What follows belongs to an exercise in optimizing a design on an open flow for small area and a short achievable clock period; a production flow would make more cautious choices. Only the layout flow was run in this run; the RTL was not checked for function there. Power is estimated from default activity; no workload was simulated.

==> flow/design.v <==
`timescale 1ns / 1ps
module g_inv    (input a, output y);                  assign y = ~a;                             endmodule
module g_buf    (input a, output y);                  assign y = a;                              endmodule
module g_nand2  (input a, b, output y);               assign y = ~(a & b);                       endmodule
module g_nor2   (input a, b, output y);               assign y = ~(a | b);                       endmodule
module g_and2   (input a, b, output y);               assign y = a & b;                          endmodule
module g_or2    (input a, b, output y);               assign y = a | b;                          endmodule
module g_nand2b (input an, b, output y);              assign y = ~(~an & b);                     endmodule
module g_a21oi  (input a1, a2, b1, output y);         assign y = ~((a1 & a2) | b1);              endmodule
module g_o21ai  (input a1, a2, b1, output y);         assign y = ~((a1 | a2) & b1);              endmodule
module g_a21o   (input a1, a2, b1, output y);         assign y = (a1 & a2) | b1;                 endmodule
module g_o21a   (input a1, a2, b1, output y);         assign y = (a1 | a2) & b1;                 endmodule
module g_o22ai  (input a1, a2, b1, b2, output y);     assign y = ~((a1 | a2) & (b1 | b2));       endmodule
module g_xor2   (input a, b, output y);               assign y = a ^ b;                          endmodule
module g_xnor2  (input a, b, output y);               assign y = ~(a ^ b);                       endmodule
module g_mux2i  (input a0, a1, s, output y);          assign y = ~(s ? a1 : a0);                 endmodule
module g_nand3  (input a, b, c, output y);            assign y = ~(a & b & c);                   endmodule
module g_a31oi  (input a1, a2, a3, b1, output y);     assign y = ~((a1 & a2 & a3) | b1);         endmodule
module g_a32oi  (input a1, a2, a3, b1, b2, output y); assign y = ~((a1 & a2 & a3) | (b1 & b2));   endmodule
`timescale 1ns / 1ps
module Nbit_ALU(r1, r2, r3, ALUop);
parameter n = 32;
input  [n-1:0] r2, r3;
input  [2:0]   ALUop;
output [n-1:0] r1;
wire o02n;
g_nor2 u_o02n (.a(ALUop[0]), .b(ALUop[2]), .y(o02n));
wire t0n_d;
g_mux2i u_t0n_d (.a0(ALUop[0]), .a1(ALUop[1]), .s(ALUop[2]), .y(t0n_d));
wire t1n_d;
g_xor2 u_t1n_d (.a(ALUop[1]), .b(o02n), .y(t1n_d));
wire esn_d;
g_o21a u_esn_d (.a1(ALUop[1]), .a2(ALUop[0]), .b1(ALUop[2]), .y(esn_d));
wire ecn_d;
g_nand2b u_ecn_d (.an(ALUop[1]), .b(ALUop[2]), .y(ecn_d));
wire enn_d;
g_nand2b u_enn_d (.an(ALUop[2]), .b(ALUop[1]), .y(enn_d));
wire en_d;
g_inv u_en_d (.a(enn_d), .y(en_d));
wire en_0;
g_buf u_en_0 (.a(en_d), .y(en_0));
wire op01n;
g_nand2 u_op01n (.a(ALUop[0]), .b(ALUop[1]), .y(op01n));
wire sub;
g_nor2 u_sub (.a(ALUop[2]), .b(op01n), .y(sub));
wire op12n;
g_nand2 u_op12n (.a(ALUop[1]), .b(ALUop[2]), .y(op12n));
wire slt;
g_nor2 u_slt (.a(ALUop[0]), .b(op12n), .y(slt));
wire bb0;
g_mux2i u_bb0 (.a0(t0n_d), .a1(t1n_d), .s(r3[0]), .y(bb0));
wire gn0;
g_nand2 u_gn0 (.a(r2[0]), .b(bb0), .y(gn0));
wire tn0;
g_nor2 u_tn0 (.a(r2[0]), .b(bb0), .y(tn0));
wire pn0;
g_nand2b u_pn0 (.an(tn0), .b(gn0), .y(pn0));
wire y0;
g_o22ai u_y0 (.a1(gn0), .a2(ecn_d), .b1(pn0), .b2(esn_d), .y(y0));
wire bb1;
g_mux2i u_bb1 (.a0(t0n_d), .a1(t1n_d), .s(r3[1]), .y(bb1));
wire gn1;
g_nand2 u_gn1 (.a(r2[1]), .b(bb1), .y(gn1));
wire tn1;
g_nor2 u_tn1 (.a(r2[1]), .b(bb1), .y(tn1));
wire pn1;
g_nand2b u_pn1 (.an(tn1), .b(gn1), .y(pn1));
wire y1;
g_o22ai u_y1 (.a1(gn1), .a2(ecn_d), .b1(pn1), .b2(esn_d), .y(y1));
wire bb2;
g_mux2i u_bb2 (.a0(t0n_d), .a1(t1n_d), .s(r3[2]), .y(bb2));
wire gn2;
g_nand2 u_gn2 (.a(r2[2]), .b(bb2), .y(gn2));
wire tn2;
g_nor2 u_tn2 (.a(r2[2]), .b(bb2), .y(tn2));
wire pn2;
g_nand2b u_pn2 (.an(tn2), .b(gn2), .y(pn2));
wire y2;
g_o22ai u_y2 (.a1(gn2), .a2(ecn_d), .b1(pn2), .b2(esn_d), .y(y2));
wire bb3;
g_mux2i u_bb3 (.a0(t0n_d), .a1(t1n_d), .s(r3[3]), .y(bb3));
wire gn3;
g_nand2 u_gn3 (.a(r2[3]), .b(bb3), .y(gn3));
wire tn3;
g_nor2 u_tn3 (.a(r2[3]), .b(bb3), .y(tn3));
wire pn3;
g_nand2b u_pn3 (.an(tn3), .b(gn3), .y(pn3));
wire y3;
g_o22ai u_y3 (.a1(gn3), .a2(ecn_d), .b1(pn3), .b2(esn_d), .y(y3));
wire bb4;
g_mux2i u_bb4 (.a0(t0n_d), .a1(t1n_d), .s(r3[4]), .y(bb4));
wire gn4;
g_nand2 u_gn4 (.a(r2[4]), .b(bb4), .y(gn4));
wire tn4;
g_nor2 u_tn4 (.a(r2[4]), .b(bb4), .y(tn4));
wire pn4;
g_nand2b u_pn4 (.an(tn4), .b(gn4), .y(pn4));
wire y4;
g_o22ai u_y4 (.a1(gn4), .a2(ecn_d), .b1(pn4), .b2(esn_d), .y(y4));
wire bb5;
g_mux2i u_bb5 (.a0(t0n_d), .a1(t1n_d), .s(r3[5]), .y(bb5));
wire gn5;
g_nand2 u_gn5 (.a(r2[5]), .b(bb5), .y(gn5));
wire tn5;
g_nor2 u_tn5 (.a(r2[5]), .b(bb5), .y(tn5));
wire pn5;
g_nand2b u_pn5 (.an(tn5), .b(gn5), .y(pn5));
wire y5;
g_o22ai u_y5 (.a1(gn5), .a2(ecn_d), .b1(pn5), .b2(esn_d), .y(y5));
wire bb6;
g_mux2i u_bb6 (.a0(t0n_d), .a1(t1n_d), .s(r3[6]), .y(bb6));
wire gn6;
g_nand2 u_gn6 (.a(r2[6]), .b(bb6), .y(gn6));
wire tn6;
g_nor2 u_tn6 (.a(r2[6]), .b(bb6), .y(tn6));
wire pn6;
g_nand2b u_pn6 (.an(tn6), .b(gn6), .y(pn6));
wire y6;
g_o22ai u_y6 (.a1(gn6), .a2(ecn_d), .b1(pn6), .b2(esn_d), .y(y6));
wire bb7;
g_mux2i u_bb7 (.a0(t0n_d), .a1(t1n_d), .s(r3[7]), .y(bb7));
wire gn7;
g_nand2 u_gn7 (.a(r2[7]), .b(bb7), .y(gn7));
wire tn7;
g_nor2 u_tn7 (.a(r2[7]), .b(bb7), .y(tn7));
wire pn7;
g_nand2b u_pn7 (.an(tn7), .b(gn7), .y(pn7));
wire y7;
g_o22ai u_y7 (.a1(gn7), .a2(ecn_d), .b1(pn7), .b2(esn_d), .y(y7));
wire bb8;
g_mux2i u_bb8 (.a0(t0n_d), .a1(t1n_d), .s(r3[8]), .y(bb8));
wire gn8;
g_nand2 u_gn8 (.a(r2[8]), .b(bb8), .y(gn8));
wire tn8;
g_nor2 u_tn8 (.a(r2[8]), .b(bb8), .y(tn8));
wire pn8;
g_nand2b u_pn8 (.an(tn8), .b(gn8), .y(pn8));
wire y8;
g_o22ai u_y8 (.a1(gn8), .a2(ecn_d), .b1(pn8), .b2(esn_d), .y(y8));
wire bb9;
g_mux2i u_bb9 (.a0(t0n_d), .a1(t1n_d), .s(r3[9]), .y(bb9));
wire gn9;
g_nand2 u_gn9 (.a(r2[9]), .b(bb9), .y(gn9));
wire tn9;
g_nor2 u_tn9 (.a(r2[9]), .b(bb9), .y(tn9));
wire pn9;
g_nand2b u_pn9 (.an(tn9), .b(gn9), .y(pn9));
wire y9;
g_o22ai u_y9 (.a1(gn9), .a2(ecn_d), .b1(pn9), .b2(esn_d), .y(y9));
wire bb10;
g_mux2i u_bb10 (.a0(t0n_d), .a1(t1n_d), .s(r3[10]), .y(bb10));
wire gn10;
g_nand2 u_gn10 (.a(r2[10]), .b(bb10), .y(gn10));
wire tn10;
g_nor2 u_tn10 (.a(r2[10]), .b(bb10), .y(tn10));
wire pn10;
g_nand2b u_pn10 (.an(tn10), .b(gn10), .y(pn10));
wire y10;
g_o22ai u_y10 (.a1(gn10), .a2(ecn_d), .b1(pn10), .b2(esn_d), .y(y10));
wire bb11;
g_mux2i u_bb11 (.a0(t0n_d), .a1(t1n_d), .s(r3[11]), .y(bb11));
wire gn11;
g_nand2 u_gn11 (.a(r2[11]), .b(bb11), .y(gn11));
wire tn11;
g_nor2 u_tn11 (.a(r2[11]), .b(bb11), .y(tn11));
wire pn11;
g_nand2b u_pn11 (.an(tn11), .b(gn11), .y(pn11));
wire y11;
g_o22ai u_y11 (.a1(gn11), .a2(ecn_d), .b1(pn11), .b2(esn_d), .y(y11));
wire bb12;
g_mux2i u_bb12 (.a0(t0n_d), .a1(t1n_d), .s(r3[12]), .y(bb12));
wire gn12;
g_nand2 u_gn12 (.a(r2[12]), .b(bb12), .y(gn12));
wire tn12;
g_nor2 u_tn12 (.a(r2[12]), .b(bb12), .y(tn12));
wire pn12;
g_nand2b u_pn12 (.an(tn12), .b(gn12), .y(pn12));
wire y12;
g_o22ai u_y12 (.a1(gn12), .a2(ecn_d), .b1(pn12), .b2(esn_d), .y(y12));
wire bb13;
g_mux2i u_bb13 (.a0(t0n_d), .a1(t1n_d), .s(r3[13]), .y(bb13));
wire gn13;
g_nand2 u_gn13 (.a(r2[13]), .b(bb13), .y(gn13));
wire tn13;
g_nor2 u_tn13 (.a(r2[13]), .b(bb13), .y(tn13));
wire pn13;
g_nand2b u_pn13 (.an(tn13), .b(gn13), .y(pn13));
wire y13;
g_o22ai u_y13 (.a1(gn13), .a2(ecn_d), .b1(pn13), .b2(esn_d), .y(y13));
wire bb14;
g_mux2i u_bb14 (.a0(t0n_d), .a1(t1n_d), .s(r3[14]), .y(bb14));
wire gn14;
g_nand2 u_gn14 (.a(r2[14]), .b(bb14), .y(gn14));
wire tn14;
g_nor2 u_tn14 (.a(r2[14]), .b(bb14), .y(tn14));
wire pn14;
g_nand2b u_pn14 (.an(tn14), .b(gn14), .y(pn14));
wire y14;
g_o22ai u_y14 (.a1(gn14), .a2(ecn_d), .b1(pn14), .b2(esn_d), .y(y14));
wire bb15;
g_mux2i u_bb15 (.a0(t0n_d), .a1(t1n_d), .s(r3[15]), .y(bb15));
wire gn15;
g_nand2 u_gn15 (.a(r2[15]), .b(bb15), .y(gn15));
wire tn15;
g_nor2 u_tn15 (.a(r2[15]), .b(bb15), .y(tn15));
wire pn15;
g_nand2b u_pn15 (.an(tn15), .b(gn15), .y(pn15));
wire y15;
g_o22ai u_y15 (.a1(gn15), .a2(ecn_d), .b1(pn15), .b2(esn_d), .y(y15));
wire bb16;
g_mux2i u_bb16 (.a0(t0n_d), .a1(t1n_d), .s(r3[16]), .y(bb16));
wire gn16;
g_nand2 u_gn16 (.a(r2[16]), .b(bb16), .y(gn16));
wire tn16;
g_nor2 u_tn16 (.a(r2[16]), .b(bb16), .y(tn16));
wire pn16;
g_nand2b u_pn16 (.an(tn16), .b(gn16), .y(pn16));
wire y16;
g_o22ai u_y16 (.a1(gn16), .a2(ecn_d), .b1(pn16), .b2(esn_d), .y(y16));
wire bb17;
g_mux2i u_bb17 (.a0(t0n_d), .a1(t1n_d), .s(r3[17]), .y(bb17));
wire gn17;
g_nand2 u_gn17 (.a(r2[17]), .b(bb17), .y(gn17));
wire tn17;
g_nor2 u_tn17 (.a(r2[17]), .b(bb17), .y(tn17));
wire pn17;
g_nand2b u_pn17 (.an(tn17), .b(gn17), .y(pn17));
wire y17;
g_o22ai u_y17 (.a1(gn17), .a2(ecn_d), .b1(pn17), .b2(esn_d), .y(y17));
wire bb18;
g_mux2i u_bb18 (.a0(t0n_d), .a1(t1n_d), .s(r3[18]), .y(bb18));
wire gn18;
g_nand2 u_gn18 (.a(r2[18]), .b(bb18), .y(gn18));
wire tn18;
g_nor2 u_tn18 (.a(r2[18]), .b(bb18), .y(tn18));
wire pn18;
g_nand2b u_pn18 (.an(tn18), .b(gn18), .y(pn18));
wire y18;
g_o22ai u_y18 (.a1(gn18), .a2(ecn_d), .b1(pn18), .b2(esn_d), .y(y18));
wire bb19;
g_mux2i u_bb19 (.a0(t0n_d), .a1(t1n_d), .s(r3[19]), .y(bb19));
wire gn19;
g_nand2 u_gn19 (.a(r2[19]), .b(bb19), .y(gn19));
wire tn19;
g_nor2 u_tn19 (.a(r2[19]), .b(bb19), .y(tn19));
wire pn19;
g_nand2b u_pn19 (.an(tn19), .b(gn19), .y(pn19));
wire y19;
g_o22ai u_y19 (.a1(gn19), .a2(ecn_d), .b1(pn19), .b2(esn_d), .y(y19));
wire bb20;
g_mux2i u_bb20 (.a0(t0n_d), .a1(t1n_d), .s(r3[20]), .y(bb20));
wire gn20;
g_nand2 u_gn20 (.a(r2[20]), .b(bb20), .y(gn20));
wire tn20;
g_nor2 u_tn20 (.a(r2[20]), .b(bb20), .y(tn20));
wire pn20;
g_nand2b u_pn20 (.an(tn20), .b(gn20), .y(pn20));
wire y20;
g_o22ai u_y20 (.a1(gn20), .a2(ecn_d), .b1(pn20), .b2(esn_d), .y(y20));
wire bb21;
g_mux2i u_bb21 (.a0(t0n_d), .a1(t1n_d), .s(r3[21]), .y(bb21));
wire gn21;
g_nand2 u_gn21 (.a(r2[21]), .b(bb21), .y(gn21));
wire tn21;
g_nor2 u_tn21 (.a(r2[21]), .b(bb21), .y(tn21));
wire pn21;
g_nand2b u_pn21 (.an(tn21), .b(gn21), .y(pn21));
wire y21;
g_o22ai u_y21 (.a1(gn21), .a2(ecn_d), .b1(pn21), .b2(esn_d), .y(y21));
wire bb22;
g_mux2i u_bb22 (.a0(t0n_d), .a1(t1n_d), .s(r3[22]), .y(bb22));
wire gn22;
g_nand2 u_gn22 (.a(r2[22]), .b(bb22), .y(gn22));
wire tn22;
g_nor2 u_tn22 (.a(r2[22]), .b(bb22), .y(tn22));
wire pn22;
g_nand2b u_pn22 (.an(tn22), .b(gn22), .y(pn22));
wire y22;
g_o22ai u_y22 (.a1(gn22), .a2(ecn_d), .b1(pn22), .b2(esn_d), .y(y22));
wire bb23;
g_mux2i u_bb23 (.a0(t0n_d), .a1(t1n_d), .s(r3[23]), .y(bb23));
wire gn23;
g_nand2 u_gn23 (.a(r2[23]), .b(bb23), .y(gn23));
wire tn23;
g_nor2 u_tn23 (.a(r2[23]), .b(bb23), .y(tn23));
wire pn23;
g_nand2b u_pn23 (.an(tn23), .b(gn23), .y(pn23));
wire y23;
g_o22ai u_y23 (.a1(gn23), .a2(ecn_d), .b1(pn23), .b2(esn_d), .y(y23));
wire bb24;
g_mux2i u_bb24 (.a0(t0n_d), .a1(t1n_d), .s(r3[24]), .y(bb24));
wire gn24;
g_nand2 u_gn24 (.a(r2[24]), .b(bb24), .y(gn24));
wire tn24;
g_nor2 u_tn24 (.a(r2[24]), .b(bb24), .y(tn24));
wire pn24;
g_nand2b u_pn24 (.an(tn24), .b(gn24), .y(pn24));
wire y24;
g_o22ai u_y24 (.a1(gn24), .a2(ecn_d), .b1(pn24), .b2(esn_d), .y(y24));
wire bb25;
g_mux2i u_bb25 (.a0(t0n_d), .a1(t1n_d), .s(r3[25]), .y(bb25));
wire gn25;
g_nand2 u_gn25 (.a(r2[25]), .b(bb25), .y(gn25));
wire tn25;
g_nor2 u_tn25 (.a(r2[25]), .b(bb25), .y(tn25));
wire pn25;
g_nand2b u_pn25 (.an(tn25), .b(gn25), .y(pn25));
wire y25;
g_o22ai u_y25 (.a1(gn25), .a2(ecn_d), .b1(pn25), .b2(esn_d), .y(y25));
wire bb26;
g_mux2i u_bb26 (.a0(t0n_d), .a1(t1n_d), .s(r3[26]), .y(bb26));
wire gn26;
g_nand2 u_gn26 (.a(r2[26]), .b(bb26), .y(gn26));
wire tn26;
g_nor2 u_tn26 (.a(r2[26]), .b(bb26), .y(tn26));
wire pn26;
g_nand2b u_pn26 (.an(tn26), .b(gn26), .y(pn26));
wire y26;
g_o22ai u_y26 (.a1(gn26), .a2(ecn_d), .b1(pn26), .b2(esn_d), .y(y26));
wire bb27;
g_mux2i u_bb27 (.a0(t0n_d), .a1(t1n_d), .s(r3[27]), .y(bb27));
wire gn27;
g_nand2 u_gn27 (.a(r2[27]), .b(bb27), .y(gn27));
wire tn27;
g_nor2 u_tn27 (.a(r2[27]), .b(bb27), .y(tn27));
wire pn27;
g_nand2b u_pn27 (.an(tn27), .b(gn27), .y(pn27));
wire y27;
g_o22ai u_y27 (.a1(gn27), .a2(ecn_d), .b1(pn27), .b2(esn_d), .y(y27));
wire bb28;
g_mux2i u_bb28 (.a0(t0n_d), .a1(t1n_d), .s(r3[28]), .y(bb28));
wire gn28;
g_nand2 u_gn28 (.a(r2[28]), .b(bb28), .y(gn28));
wire tn28;
g_nor2 u_tn28 (.a(r2[28]), .b(bb28), .y(tn28));
wire pn28;
g_nand2b u_pn28 (.an(tn28), .b(gn28), .y(pn28));
wire y28;
g_o22ai u_y28 (.a1(gn28), .a2(ecn_d), .b1(pn28), .b2(esn_d), .y(y28));
wire bb29;
g_mux2i u_bb29 (.a0(t0n_d), .a1(t1n_d), .s(r3[29]), .y(bb29));
wire gn29;
g_nand2 u_gn29 (.a(r2[29]), .b(bb29), .y(gn29));
wire tn29;
g_nor2 u_tn29 (.a(r2[29]), .b(bb29), .y(tn29));
wire pn29;
g_nand2b u_pn29 (.an(tn29), .b(gn29), .y(pn29));
wire y29;
g_o22ai u_y29 (.a1(gn29), .a2(ecn_d), .b1(pn29), .b2(esn_d), .y(y29));
wire bb30;
g_mux2i u_bb30 (.a0(t0n_d), .a1(t1n_d), .s(r3[30]), .y(bb30));
wire gn30;
g_nand2 u_gn30 (.a(r2[30]), .b(bb30), .y(gn30));
wire tn30;
g_nor2 u_tn30 (.a(r2[30]), .b(bb30), .y(tn30));
wire pn30;
g_nand2b u_pn30 (.an(tn30), .b(gn30), .y(pn30));
wire y30;
g_o22ai u_y30 (.a1(gn30), .a2(ecn_d), .b1(pn30), .b2(esn_d), .y(y30));
wire bb31;
g_mux2i u_bb31 (.a0(t0n_d), .a1(t1n_d), .s(r3[31]), .y(bb31));
wire gn31;
g_nand2 u_gn31 (.a(r2[31]), .b(bb31), .y(gn31));
wire tn31;
g_nor2 u_tn31 (.a(r2[31]), .b(bb31), .y(tn31));
wire pn31;
g_nand2b u_pn31 (.an(tn31), .b(gn31), .y(pn31));
wire y31;
g_o22ai u_y31 (.a1(gn31), .a2(ecn_d), .b1(pn31), .b2(esn_d), .y(y31));
wire t0p;
g_inv u_t0p (.a(t0n_d), .y(t0p));
wire G0n;
g_mux2i u_G0n (.a0(t0p), .a1(r2[0]), .s(r3[0]), .y(G0n));
wire G1_1;
g_o21ai u_G1_1 (.a1(tn1), .a2(G0n), .b1(gn1), .y(G1_1));
wire G1_3;
g_o21ai u_G1_3 (.a1(tn3), .a2(gn2), .b1(gn3), .y(G1_3));
wire T1_3;
g_nor2 u_T1_3 (.a(tn3), .b(tn2), .y(T1_3));
wire G1_5;
g_o21ai u_G1_5 (.a1(tn5), .a2(gn4), .b1(gn5), .y(G1_5));
wire T1_5;
g_nor2 u_T1_5 (.a(tn5), .b(tn4), .y(T1_5));
wire G1_7;
g_o21ai u_G1_7 (.a1(tn7), .a2(gn6), .b1(gn7), .y(G1_7));
wire T1_7;
g_nor2 u_T1_7 (.a(tn7), .b(tn6), .y(T1_7));
wire G1_9;
g_o21ai u_G1_9 (.a1(tn9), .a2(gn8), .b1(gn9), .y(G1_9));
wire T1_9;
g_nor2 u_T1_9 (.a(tn9), .b(tn8), .y(T1_9));
wire G1_11;
g_o21ai u_G1_11 (.a1(tn11), .a2(gn10), .b1(gn11), .y(G1_11));
wire T1_11;
g_nor2 u_T1_11 (.a(tn11), .b(tn10), .y(T1_11));
wire G1_13;
g_o21ai u_G1_13 (.a1(tn13), .a2(gn12), .b1(gn13), .y(G1_13));
wire T1_13;
g_nor2 u_T1_13 (.a(tn13), .b(tn12), .y(T1_13));
wire G1_15;
g_o21ai u_G1_15 (.a1(tn15), .a2(gn14), .b1(gn15), .y(G1_15));
wire T1_15;
g_nor2 u_T1_15 (.a(tn15), .b(tn14), .y(T1_15));
wire G1_17;
g_o21ai u_G1_17 (.a1(tn17), .a2(gn16), .b1(gn17), .y(G1_17));
wire T1_17;
g_nor2 u_T1_17 (.a(tn17), .b(tn16), .y(T1_17));
wire G1_19;
g_o21ai u_G1_19 (.a1(tn19), .a2(gn18), .b1(gn19), .y(G1_19));
wire T1_19;
g_nor2 u_T1_19 (.a(tn19), .b(tn18), .y(T1_19));
wire G1_21;
g_o21ai u_G1_21 (.a1(tn21), .a2(gn20), .b1(gn21), .y(G1_21));
wire T1_21;
g_nor2 u_T1_21 (.a(tn21), .b(tn20), .y(T1_21));
wire G1_23;
g_o21ai u_G1_23 (.a1(tn23), .a2(gn22), .b1(gn23), .y(G1_23));
wire T1_23;
g_nor2 u_T1_23 (.a(tn23), .b(tn22), .y(T1_23));
wire G1_25;
g_o21ai u_G1_25 (.a1(tn25), .a2(gn24), .b1(gn25), .y(G1_25));
wire T1_25;
g_nor2 u_T1_25 (.a(tn25), .b(tn24), .y(T1_25));
wire G1_27;
g_o21ai u_G1_27 (.a1(tn27), .a2(gn26), .b1(gn27), .y(G1_27));
wire T1_27;
g_nor2 u_T1_27 (.a(tn27), .b(tn26), .y(T1_27));
wire G1_29;
g_o21ai u_G1_29 (.a1(tn29), .a2(gn28), .b1(gn29), .y(G1_29));
wire T1_29;
g_nor2 u_T1_29 (.a(tn29), .b(tn28), .y(T1_29));
wire G2_3;
g_a21oi u_G2_3 (.a1(T1_3), .a2(G1_1), .b1(G1_3), .y(G2_3));
wire G2_7;
g_a21oi u_G2_7 (.a1(T1_7), .a2(G1_5), .b1(G1_7), .y(G2_7));
wire T2_7;
g_nand2 u_T2_7 (.a(T1_7), .b(T1_5), .y(T2_7));
wire G2_11;
g_a21oi u_G2_11 (.a1(T1_11), .a2(G1_9), .b1(G1_11), .y(G2_11));
wire T2_11;
g_nand2 u_T2_11 (.a(T1_11), .b(T1_9), .y(T2_11));
wire G2_15;
g_a21oi u_G2_15 (.a1(T1_15), .a2(G1_13), .b1(G1_15), .y(G2_15));
wire T2_15;
g_nand2 u_T2_15 (.a(T1_15), .b(T1_13), .y(T2_15));
wire G2_19;
g_a21oi u_G2_19 (.a1(T1_19), .a2(G1_17), .b1(G1_19), .y(G2_19));
wire T2_19;
g_nand2 u_T2_19 (.a(T1_19), .b(T1_17), .y(T2_19));
wire G2_23;
g_a21oi u_G2_23 (.a1(T1_23), .a2(G1_21), .b1(G1_23), .y(G2_23));
wire T2_23;
g_nand2 u_T2_23 (.a(T1_23), .b(T1_21), .y(T2_23));
wire G2_27;
g_a21oi u_G2_27 (.a1(T1_27), .a2(G1_25), .b1(G1_27), .y(G2_27));
wire T2_27;
g_nand2 u_T2_27 (.a(T1_27), .b(T1_25), .y(T2_27));
wire n_G1_5;
g_inv u_n_G1_5 (.a(G1_5), .y(n_G1_5));
wire n_T1_5;
g_inv u_n_T1_5 (.a(T1_5), .y(n_T1_5));
wire G3_5;
g_o21ai u_G3_5 (.a1(n_T1_5), .a2(G2_3), .b1(n_G1_5), .y(G3_5));
wire G3_7;
g_o21ai u_G3_7 (.a1(T2_7), .a2(G2_3), .b1(G2_7), .y(G3_7));
wire n_G1_13;
g_inv u_n_G1_13 (.a(G1_13), .y(n_G1_13));
wire n_T1_13;
g_inv u_n_T1_13 (.a(T1_13), .y(n_T1_13));
wire G3_13;
g_o21ai u_G3_13 (.a1(n_T1_13), .a2(G2_11), .b1(n_G1_13), .y(G3_13));
wire T3_13;
g_nor2 u_T3_13 (.a(n_T1_13), .b(T2_11), .y(T3_13));
wire G3_15;
g_o21ai u_G3_15 (.a1(T2_15), .a2(G2_11), .b1(G2_15), .y(G3_15));
wire T3_15;
g_nor2 u_T3_15 (.a(T2_15), .b(T2_11), .y(T3_15));
wire n_G1_21;
g_inv u_n_G1_21 (.a(G1_21), .y(n_G1_21));
wire n_T1_21;
g_inv u_n_T1_21 (.a(T1_21), .y(n_T1_21));
wire G3_21;
g_o21ai u_G3_21 (.a1(n_T1_21), .a2(G2_19), .b1(n_G1_21), .y(G3_21));
wire T3_21;
g_nor2 u_T3_21 (.a(n_T1_21), .b(T2_19), .y(T3_21));
wire G3_23;
g_o21ai u_G3_23 (.a1(T2_23), .a2(G2_19), .b1(G2_23), .y(G3_23));
wire T3_23;
g_nor2 u_T3_23 (.a(T2_23), .b(T2_19), .y(T3_23));
wire n_G1_29;
g_inv u_n_G1_29 (.a(G1_29), .y(n_G1_29));
wire n_T1_29;
g_inv u_n_T1_29 (.a(T1_29), .y(n_T1_29));
wire G3_29;
g_o21ai u_G3_29 (.a1(n_T1_29), .a2(G2_27), .b1(n_G1_29), .y(G3_29));
wire T3_29;
g_nor2 u_T3_29 (.a(n_T1_29), .b(T2_27), .y(T3_29));
wire G4_9;
g_a21oi u_G4_9 (.a1(T1_9), .a2(G3_7), .b1(G1_9), .y(G4_9));
wire n_G2_11;
g_inv u_n_G2_11 (.a(G2_11), .y(n_G2_11));
wire n_T2_11;
g_inv u_n_T2_11 (.a(T2_11), .y(n_T2_11));
wire G4_11;
g_a21oi u_G4_11 (.a1(n_T2_11), .a2(G3_7), .b1(n_G2_11), .y(G4_11));
wire G4_13;
g_a21oi u_G4_13 (.a1(T3_13), .a2(G3_7), .b1(G3_13), .y(G4_13));
wire G4_15;
g_a21oi u_G4_15 (.a1(T3_15), .a2(G3_7), .b1(G3_15), .y(G4_15));
wire G4_25;
g_a21oi u_G4_25 (.a1(T1_25), .a2(G3_23), .b1(G1_25), .y(G4_25));
wire T4_25;
g_nand2 u_T4_25 (.a(T1_25), .b(T3_23), .y(T4_25));
wire n_G2_27;
g_inv u_n_G2_27 (.a(G2_27), .y(n_G2_27));
wire n_T2_27;
g_inv u_n_T2_27 (.a(T2_27), .y(n_T2_27));
wire G4_27;
g_a21oi u_G4_27 (.a1(n_T2_27), .a2(G3_23), .b1(n_G2_27), .y(G4_27));
wire T4_27;
g_nand2 u_T4_27 (.a(n_T2_27), .b(T3_23), .y(T4_27));
wire G4_29;
g_a21oi u_G4_29 (.a1(T3_29), .a2(G3_23), .b1(G3_29), .y(G4_29));
wire T4_29;
g_nand2 u_T4_29 (.a(T3_29), .b(T3_23), .y(T4_29));
wire n_G1_17;
g_inv u_n_G1_17 (.a(G1_17), .y(n_G1_17));
wire n_T1_17;
g_inv u_n_T1_17 (.a(T1_17), .y(n_T1_17));
wire G5_17;
g_o21ai u_G5_17 (.a1(n_T1_17), .a2(G4_15), .b1(n_G1_17), .y(G5_17));
wire G5_19;
g_o21ai u_G5_19 (.a1(T2_19), .a2(G4_15), .b1(G2_19), .y(G5_19));
wire n_G3_21;
g_inv u_n_G3_21 (.a(G3_21), .y(n_G3_21));
wire n_T3_21;
g_inv u_n_T3_21 (.a(T3_21), .y(n_T3_21));
wire G5_21;
g_o21ai u_G5_21 (.a1(n_T3_21), .a2(G4_15), .b1(n_G3_21), .y(G5_21));
wire n_G3_23;
g_inv u_n_G3_23 (.a(G3_23), .y(n_G3_23));
wire n_T3_23;
g_inv u_n_T3_23 (.a(T3_23), .y(n_T3_23));
wire G5_23;
g_o21ai u_G5_23 (.a1(n_T3_23), .a2(G4_15), .b1(n_G3_23), .y(G5_23));
wire G5_25;
g_o21ai u_G5_25 (.a1(T4_25), .a2(G4_15), .b1(G4_25), .y(G5_25));
wire G5_27;
g_o21ai u_G5_27 (.a1(T4_27), .a2(G4_15), .b1(G4_27), .y(G5_27));
wire G5_29;
g_o21ai u_G5_29 (.a1(T4_29), .a2(G4_15), .b1(G4_29), .y(G5_29));
wire n_gn2;
g_inv u_n_gn2 (.a(gn2), .y(n_gn2));
wire n_tn2;
g_inv u_n_tn2 (.a(tn2), .y(n_tn2));
wire kn3;
g_a32oi u_kn3 (.a1(n_tn2), .a2(G1_1), .a3(en_0), .b1(n_gn2), .b2(en_0), .y(kn3));
wire G6_4;
g_o21ai u_G6_4 (.a1(tn4), .a2(G2_3), .b1(gn4), .y(G6_4));
wire n_gn6;
g_inv u_n_gn6 (.a(gn6), .y(n_gn6));
wire n_tn6;
g_inv u_n_tn6 (.a(tn6), .y(n_tn6));
wire kn7;
g_a32oi u_kn7 (.a1(n_tn6), .a2(G3_5), .a3(en_0), .b1(n_gn6), .b2(en_0), .y(kn7));
wire n_gn8;
g_inv u_n_gn8 (.a(gn8), .y(n_gn8));
wire n_tn8;
g_inv u_n_tn8 (.a(tn8), .y(n_tn8));
wire kn9;
g_a32oi u_kn9 (.a1(n_tn8), .a2(G3_7), .a3(en_0), .b1(n_gn8), .b2(en_0), .y(kn9));
wire G6_10;
g_o21ai u_G6_10 (.a1(tn10), .a2(G4_9), .b1(gn10), .y(G6_10));
wire G6_12;
g_o21ai u_G6_12 (.a1(tn12), .a2(G4_11), .b1(gn12), .y(G6_12));
wire G6_14;
g_o21ai u_G6_14 (.a1(tn14), .a2(G4_13), .b1(gn14), .y(G6_14));
wire G6_16;
g_o21ai u_G6_16 (.a1(tn16), .a2(G4_15), .b1(gn16), .y(G6_16));
wire n_gn18;
g_inv u_n_gn18 (.a(gn18), .y(n_gn18));
wire n_tn18;
g_inv u_n_tn18 (.a(tn18), .y(n_tn18));
wire kn19;
g_a32oi u_kn19 (.a1(n_tn18), .a2(G5_17), .a3(en_0), .b1(n_gn18), .b2(en_0), .y(kn19));
wire n_gn20;
g_inv u_n_gn20 (.a(gn20), .y(n_gn20));
wire n_tn20;
g_inv u_n_tn20 (.a(tn20), .y(n_tn20));
wire kn21;
g_a32oi u_kn21 (.a1(n_tn20), .a2(G5_19), .a3(en_0), .b1(n_gn20), .b2(en_0), .y(kn21));
wire n_gn22;
g_inv u_n_gn22 (.a(gn22), .y(n_gn22));
wire n_tn22;
g_inv u_n_tn22 (.a(tn22), .y(n_tn22));
wire kn23;
g_a32oi u_kn23 (.a1(n_tn22), .a2(G5_21), .a3(en_0), .b1(n_gn22), .b2(en_0), .y(kn23));
wire n_gn24;
g_inv u_n_gn24 (.a(gn24), .y(n_gn24));
wire n_tn24;
g_inv u_n_tn24 (.a(tn24), .y(n_tn24));
wire kn25;
g_a32oi u_kn25 (.a1(n_tn24), .a2(G5_23), .a3(en_0), .b1(n_gn24), .b2(en_0), .y(kn25));
wire n_gn26;
g_inv u_n_gn26 (.a(gn26), .y(n_gn26));
wire n_tn26;
g_inv u_n_tn26 (.a(tn26), .y(n_tn26));
wire kn27;
g_a32oi u_kn27 (.a1(n_tn26), .a2(G5_25), .a3(en_0), .b1(n_gn26), .b2(en_0), .y(kn27));
wire n_gn28;
g_inv u_n_gn28 (.a(gn28), .y(n_gn28));
wire n_tn28;
g_inv u_n_tn28 (.a(tn28), .y(n_tn28));
wire kn29;
g_a32oi u_kn29 (.a1(n_tn28), .a2(G5_27), .a3(en_0), .b1(n_gn28), .b2(en_0), .y(kn29));
wire n_gn30;
g_inv u_n_gn30 (.a(gn30), .y(n_gn30));
wire n_tn30;
g_inv u_n_tn30 (.a(tn30), .y(n_tn30));
wire G6_30;
g_a21oi u_G6_30 (.a1(n_tn30), .a2(G5_29), .b1(n_gn30), .y(G6_30));
wire k1;
g_nor2 u_k1 (.a(G0n), .b(enn_d), .y(k1));
g_xor2 u_r1 (.a(y1), .b(k1), .y(r1[1]));
wire kn2;
g_nand2 u_kn2 (.a(G1_1), .b(en_0), .y(kn2));
g_xnor2 u_r2 (.a(y2), .b(kn2), .y(r1[2]));
g_xnor2 u_r3 (.a(y3), .b(kn3), .y(r1[3]));
wire k4;
g_nor2 u_k4 (.a(G2_3), .b(enn_d), .y(k4));
g_xor2 u_r4 (.a(y4), .b(k4), .y(r1[4]));
wire kn5;
g_nand2 u_kn5 (.a(G6_4), .b(en_0), .y(kn5));
g_xnor2 u_r5 (.a(y5), .b(kn5), .y(r1[5]));
wire kn6;
g_nand2 u_kn6 (.a(G3_5), .b(en_0), .y(kn6));
g_xnor2 u_r6 (.a(y6), .b(kn6), .y(r1[6]));
g_xnor2 u_r7 (.a(y7), .b(kn7), .y(r1[7]));
wire kn8;
g_nand2 u_kn8 (.a(G3_7), .b(en_0), .y(kn8));
g_xnor2 u_r8 (.a(y8), .b(kn8), .y(r1[8]));
g_xnor2 u_r9 (.a(y9), .b(kn9), .y(r1[9]));
wire k10;
g_nor2 u_k10 (.a(G4_9), .b(enn_d), .y(k10));
g_xor2 u_r10 (.a(y10), .b(k10), .y(r1[10]));
wire kn11;
g_nand2 u_kn11 (.a(G6_10), .b(en_0), .y(kn11));
g_xnor2 u_r11 (.a(y11), .b(kn11), .y(r1[11]));
wire k12;
g_nor2 u_k12 (.a(G4_11), .b(enn_d), .y(k12));
g_xor2 u_r12 (.a(y12), .b(k12), .y(r1[12]));
wire kn13;
g_nand2 u_kn13 (.a(G6_12), .b(en_0), .y(kn13));
g_xnor2 u_r13 (.a(y13), .b(kn13), .y(r1[13]));
wire k14;
g_nor2 u_k14 (.a(G4_13), .b(enn_d), .y(k14));
g_xor2 u_r14 (.a(y14), .b(k14), .y(r1[14]));
wire kn15;
g_nand2 u_kn15 (.a(G6_14), .b(en_0), .y(kn15));
g_xnor2 u_r15 (.a(y15), .b(kn15), .y(r1[15]));
wire k16;
g_nor2 u_k16 (.a(G4_15), .b(enn_d), .y(k16));
g_xor2 u_r16 (.a(y16), .b(k16), .y(r1[16]));
wire kn17;
g_nand2 u_kn17 (.a(G6_16), .b(en_0), .y(kn17));
g_xnor2 u_r17 (.a(y17), .b(kn17), .y(r1[17]));
wire kn18;
g_nand2 u_kn18 (.a(G5_17), .b(en_0), .y(kn18));
g_xnor2 u_r18 (.a(y18), .b(kn18), .y(r1[18]));
g_xnor2 u_r19 (.a(y19), .b(kn19), .y(r1[19]));
wire kn20;
g_nand2 u_kn20 (.a(G5_19), .b(en_0), .y(kn20));
g_xnor2 u_r20 (.a(y20), .b(kn20), .y(r1[20]));
g_xnor2 u_r21 (.a(y21), .b(kn21), .y(r1[21]));
wire kn22;
g_nand2 u_kn22 (.a(G5_21), .b(en_0), .y(kn22));
g_xnor2 u_r22 (.a(y22), .b(kn22), .y(r1[22]));
g_xnor2 u_r23 (.a(y23), .b(kn23), .y(r1[23]));
wire kn24;
g_nand2 u_kn24 (.a(G5_23), .b(en_0), .y(kn24));
g_xnor2 u_r24 (.a(y24), .b(kn24), .y(r1[24]));
g_xnor2 u_r25 (.a(y25), .b(kn25), .y(r1[25]));
wire kn26;
g_nand2 u_kn26 (.a(G5_25), .b(en_0), .y(kn26));
g_xnor2 u_r26 (.a(y26), .b(kn26), .y(r1[26]));
g_xnor2 u_r27 (.a(y27), .b(kn27), .y(r1[27]));
wire kn28;
g_nand2 u_kn28 (.a(G5_27), .b(en_0), .y(kn28));
g_xnor2 u_r28 (.a(y28), .b(kn28), .y(r1[28]));
g_xnor2 u_r29 (.a(y29), .b(kn29), .y(r1[29]));
wire kn30;
g_nand2 u_kn30 (.a(G5_29), .b(en_0), .y(kn30));
g_xnor2 u_r30 (.a(y30), .b(kn30), .y(r1[30]));
wire k31;
g_nor2 u_k31 (.a(G6_30), .b(enn_d), .y(k31));
g_xor2 u_r31 (.a(y31), .b(k31), .y(r1[31]));
wire x31n;
g_xnor2 u_x31n (.a(pn31), .b(G6_30), .y(x31n));
wire z0n;
g_xnor2 u_z0n (.a(y0), .b(sub), .y(z0n));
g_mux2i u_r0 (.a0(z0n), .a1(x31n), .s(slt), .y(r1[0]));
endmodule
`timescale 1ns / 1ps
module dff(q, d, clk);
input		d, clk;       
output reg	q;            
always @(posedge clk)
q<=d;
endmodule
`timescale 1ns / 1ps
module Nbit_Register(outo, ino, clk);
parameter n = 32;
input [n-1:0] ino;
output [n-1:0] outo;
input clk;
genvar i;
generate
for (i = 0; i < n; i = i + 1) begin: registerblk
dff Dflipflop(.q(outo[i]) , .d(ino[i]), .clk(clk) );
end
endgenerate
endmodule
`timescale 1ns / 1ps
module Nbit_ALU_Register (r2, r3, ALUop, r0, clk);
parameter n = 32;
input[n-1:0] r2, r3;
input[2:0] ALUop;
input clk;
output [n-1:0] r0;
wire[n-1:0] r1;
Nbit_ALU #(n) alu1 (.r1(r1), .r2(r2), .r3(r3), .ALUop(ALUop) );
Nbit_Register #(n) reg1 (.outo(r0), .ino(r1), .clk(clk) );
endmodule
==> flow/flow/run.sh <==
#!/bin/bash
# Standard ORFS layout with two changes: the ports are buffered with buf_1 (instead of the
# delay buffer buffer_ports picks by default), and timing repair aims for a setup slack of
# 10.1 ns, so that it sizes the critical paths for a shorter period than the clock's.
set -euo pipefail
export BUFFER_PORTS_ARGS="-buffer_cell sky130_fd_sc_hd__buf_1"
export SETUP_SLACK_MARGIN=10.1
bash standard.sh > standard.log 2>&1
==> flow/standard.sh <==
#!/bin/bash
# synth_recipe.tcl (not shown) runs the flow's synth.tcl, then flattens the netlist and writes it again
# the make line also repeats each setting of config.mk as NAME=value (left out here)
make -C /OpenROAD-flow-scripts/flow DESIGN_CONFIG=/design/flow/config.mk WORK_HOME=/design/flow/orfs CLKGATE_MAP_FILE= SYNTH_SCRIPT=/design/flow/synth_recipe.tcl "${@:-finish}"
==> flow/config.mk <==
export PLATFORM = sky130hd
export DESIGN_NAME = Nbit_ALU_Register
export DESIGN_NICKNAME = Nbit_ALU_Register
export VERILOG_FILES = /design/flow/design.v
export SDC_FILE = /design/flow/constraint.sdc
export NUM_CORES = 4
export LEC_CHECK = 0
export CAP_MARGIN = 20
export CORE_MARGIN = 2
export CORE_UTILIZATION = 60
export CTS_BUF_LIST = sky130_fd_sc_hd__clkbuf_4
export GPL_TIMING_DRIVEN = 0
export SLEW_MARGIN = 20
export SYNTH_HIERARCHICAL = 1
export SYNTH_MINIMUM_KEEP_SIZE = 0
==> flow/constraint.sdc <==
create_clock -name core_clock -period 15.5 [get_ports {clk}]
set_input_delay 3.1000 -clock core_clock [delete_from_list [all_inputs] [get_ports {clk}]]
set_output_delay 3.1000 -clock core_clock [all_outputs]
set_load 0.01 [all_outputs]
==> run summary <==
top layer in use=met4; clock slew at reported path FFs=0.10 ns; Syn Nets=~450; GRT Total Usage=0.301; clock sinks=32; Die W=71.0 µm; register bit total from synthesis=32; status=timing/DRC/antenna clean; synthesized cell area=2690 µm²; Initial Util=0.619; Final GP Congestion=0.794; initial antenna violation count=0; largest net degree at the start of global routing=34; Synth warnings=7; share of layout cells above drive strength 1=0.108; Post-synth EDFFs=0; max FFs per register=32; Top FF cell, synth=dfxtp_1; Mean Syn Cell Area=between 6 and 7 µm²; Total Power=311 µW; crit path capture type=flop; DR iter-0 viols=about 220; Max Cap Viol=0; Final Hold Fails=0; Synth Instances=approximately 390; WS Path Type=in2reg; Largest Register=reg1.registerblk.Dflipflop.q; area delta synth->final=28.4%; Leak=0.00153 µW; clock root buffer=clkbuf_4; setup violators final=0; final instance area=3460 µm²; ys async rst share=0; area leader, netlist=dfxtp_1; drt wl/cell=13.7 µm; DR DRC count=0; mux share of post-synthesis cell area=0.130; Peak Freq=193 MHz; DR pass1 iterations=5; Die H=a little over 70 µm; antenna cells=0; first-pass GRT wire length=12,200 µm; top cells by area, synth=dfxtp_1 (24%), mux2i_1 (13%), nor2_1 (8.5%), xnor2_1 (8.5%), nand2_1 (8.1%); Max clock buf depth=2; count of unique library cells instantiated by Yosys=14; worst vdd ir=0.0484 mV; Detail Placement HPWL=between 4000 and 5000 µm; top cell family by delay on the critical path=compound AO/OA/AOI/OAI gates; unrepaired setup endpoints after global routing=no; grt ovf=0; Hold Startpoint=r2[31]; compound-cell area share of the yosys netlist=0.218; met2 WL post-DR=3780 µm; setup TNS=0 ns; Synth Area in Simple Gates=0.245; Synth Area in XOR/XNOR=0.111; Max Slew Vio Count=0; Area after DPL=3190 µm²; Worst Hold Class=in2reg; WP data required=15.74 ns; Rows=24; register area share after synthesis=0.238; Hold Buf Count CTS=0; Min-Delay Endpoint=reg1.registerblk[31].Dflipflop.q$_DFF_P_; startpoint types=input pin; slew at the pin closest to its max-slew limit=a little over 0.7 ns; routed vias/inst=5.49; die area=~5000 µm²; Fin Hold WS=3.16 ns; Buf/Inv on CP=2; I/O pin total=100; largest family of logic cells by synthesized area=simple AND/OR/NAND/NOR gates; period utilization=0.335; post-synthesis adder-cell area fraction=0; slowest stage delay, CP=0.26 ns; wire length on met3=517 µm; WL final=7710 µm; crit path cell chain=buf_2, nor2_4, xor2_4, buf_4, mux2i_1, nand2_1, o21ai_1, a21oi_2, o21ai_2, a21oi_4, o21ai_2, a21oi_2, xnor2_1, mux2i_1; most frequent cells after synthesis=nor2_1 (61), nand2_1 (58), inv_1 (40), mux2i_1 (35); vias in the first global route=2,816; CTS H-tree depth=2; biggest regs=reg1.registerblk.Dflipflop.q (32); count leader, synth=nor2_1; critical-path maximum fanout=8; Layout Nets=slightly below 600; antenna-violating nets left=0; Yosys top cell area share=0.238; vias=3,085; minimum clock period=5.19 ns; M1 WL=3240 µm; Num CTS Buffers=5; core area=4350 µm²; IO buf count=99; CTS tree=built; worst path arrival time=5.43 ns; Hold Crit Depth=4; crit path max-delay cell type=buf_2; Cell Pwr Density=89.9 nW/µm²; headroom to the max-slew limit=0.527
-- worst min-delay path, delay by kind of cell --
family | cells | cell delay, ns
compound gates | 1 | 0.08
simple gates | 1 | 0.08
xor+xnor | 1 | 0.12
buf+inv | 1 | 0.08
-- final cells by class --
type                       instances  area (µm²)
tap                               52        65.1
timing repair buffer             113         505
fill                             336         895
buffer                             1        7.51
clock inverter                     1        3.75
multi-input combinational        316        2030
clock buffer                       7        52.6
sequential                        32         641
inverter                          40         150
-- what timing repair did --
| item | in CTS | in global routing |
|---|---|---|
| buffers inserted | 11 | 3 |
| gates cloned | 2 | 1 |
| gates resized for setup | 6 | 8 |
| pin swaps | 0 | 3 |
| setup endpoints to repair | 25 | 11 |
-- modules after synthesis, one instance, submodules excluded, excerpt --
module	flip-flops and latches	cell area [µm²]
g_a21oi	0	8.76
g_inv	0	3.75
g_nand2b	0	6.26
g_xnor2	0	8.76
g_nor2	0	3.75
g_buf	0	7.51
g_o21ai	0	5.00
-- cells in the final DEF (no fill, tap or decap), drive strengths merged --
master	Yosys	layout
nor2	61	61
o22ai	32	32
a21oi	15	16
nand2	58	58
a32oi	9	9
mux2i	35	36
clkinv	0	1
o21a	1	1
o21ai	34	34
buf	1	114
nand2b	34	34
xor2	8	9
xnor2	26	26
dfxtp	32	32
clkbuf	0	7
inv	40	40
-- per-stage QoR --
step,cells,util,setup WS [ns]
floorplan,386,-,10.14
finish,562,0.795,10.31
global placement,537,0.732,9.18
detailed placement,537,0.733,9.05
CTS,558,0.782,10.11
global route,562,0.795,10.10
-- how the worst max path moves through the flow --
| stage | from | to | slack, ns | cells past startpoint |
|---|---|---|---|---|
| after floorplan | ALUop[2] | reg1.registerblk[31].Dflipflop.q$_DFF_P_ | 10.14 | 12 |
| after global placement | ALUop[2] | reg1.registerblk[31].Dflipflop.q$_DFF_P_ | 9.18 | 12 |
| after detailed placement | ALUop[2] | reg1.registerblk[0].Dflipflop.q$_DFF_P_ | 9.05 | 12 |
| after CTS | ALUop[2] | reg1.registerblk[31].Dflipflop.q$_DFF_P_ | 10.11 | 14 |
| after global routing | ALUop[2] | reg1.registerblk[31].Dflipflop.q$_DFF_P_ | 10.10 | 14 |
| final | ALUop[2] | reg1.registerblk[0].Dflipflop.q$_DFF_P_ | 10.31 | 14 |
-- kinds of logic (layout without fill, tap and decap cells) --
group,Yosys count,count (layout)
AOI/OAI and AO/OA,91,92
xor gates and xnor gates,34,35
buffers and inverters,41,162
DFF,32,32
muxes,35,36
and+or+nand+nor,153,153
-- per-layer routing --
layer	GRT usage	up-vias
met5	0	-
met4	0.0964	0
met3	0.0670	24
met2	0.536	133
met1	0.358	1361
li1	-	1567
-- report_power, final --
group	internal (µW)	total, µW	switching, µW
sequential	101	106	4.83
clock	20.9	51.5	30.6
combinational	61.1	154	92.7
total	183	311	128

re-timing with driven ports:
The flow's constraints put no driver on any port. The routed layout listed below was extracted and timed again, unchanged, in two steps. Step 1 (the two cells are an assumption about what drives the block):
set clk [get_ports {clk}]
set_driving_cell -lib_cell sky130_fd_sc_hd__clkbuf_16 $clk
set_driving_cell -lib_cell sky130_fd_sc_hd__buf_2 [delete_from_list [all_inputs] $clk]
Step 2 times the ports against the registers' clock, not the clock port: input delays grow and output delays shrink by t, the midpoint of the rising clock arrivals with the driver on. a / b / c = no drivers / after step 1 / after step 2; a / b = the first two.
t (ns): 0.369
setup WS [ns]: 10.308 / 10.312 / 9.943
worst setup path after step 2: input to register
slew at the worst register clock pin (ns): 0.11 / 0.11
After both steps setup and hold are still met in this run. The setup slack of this run moves by +0.004 ns with the drivers and by -0.365 ns with both steps.
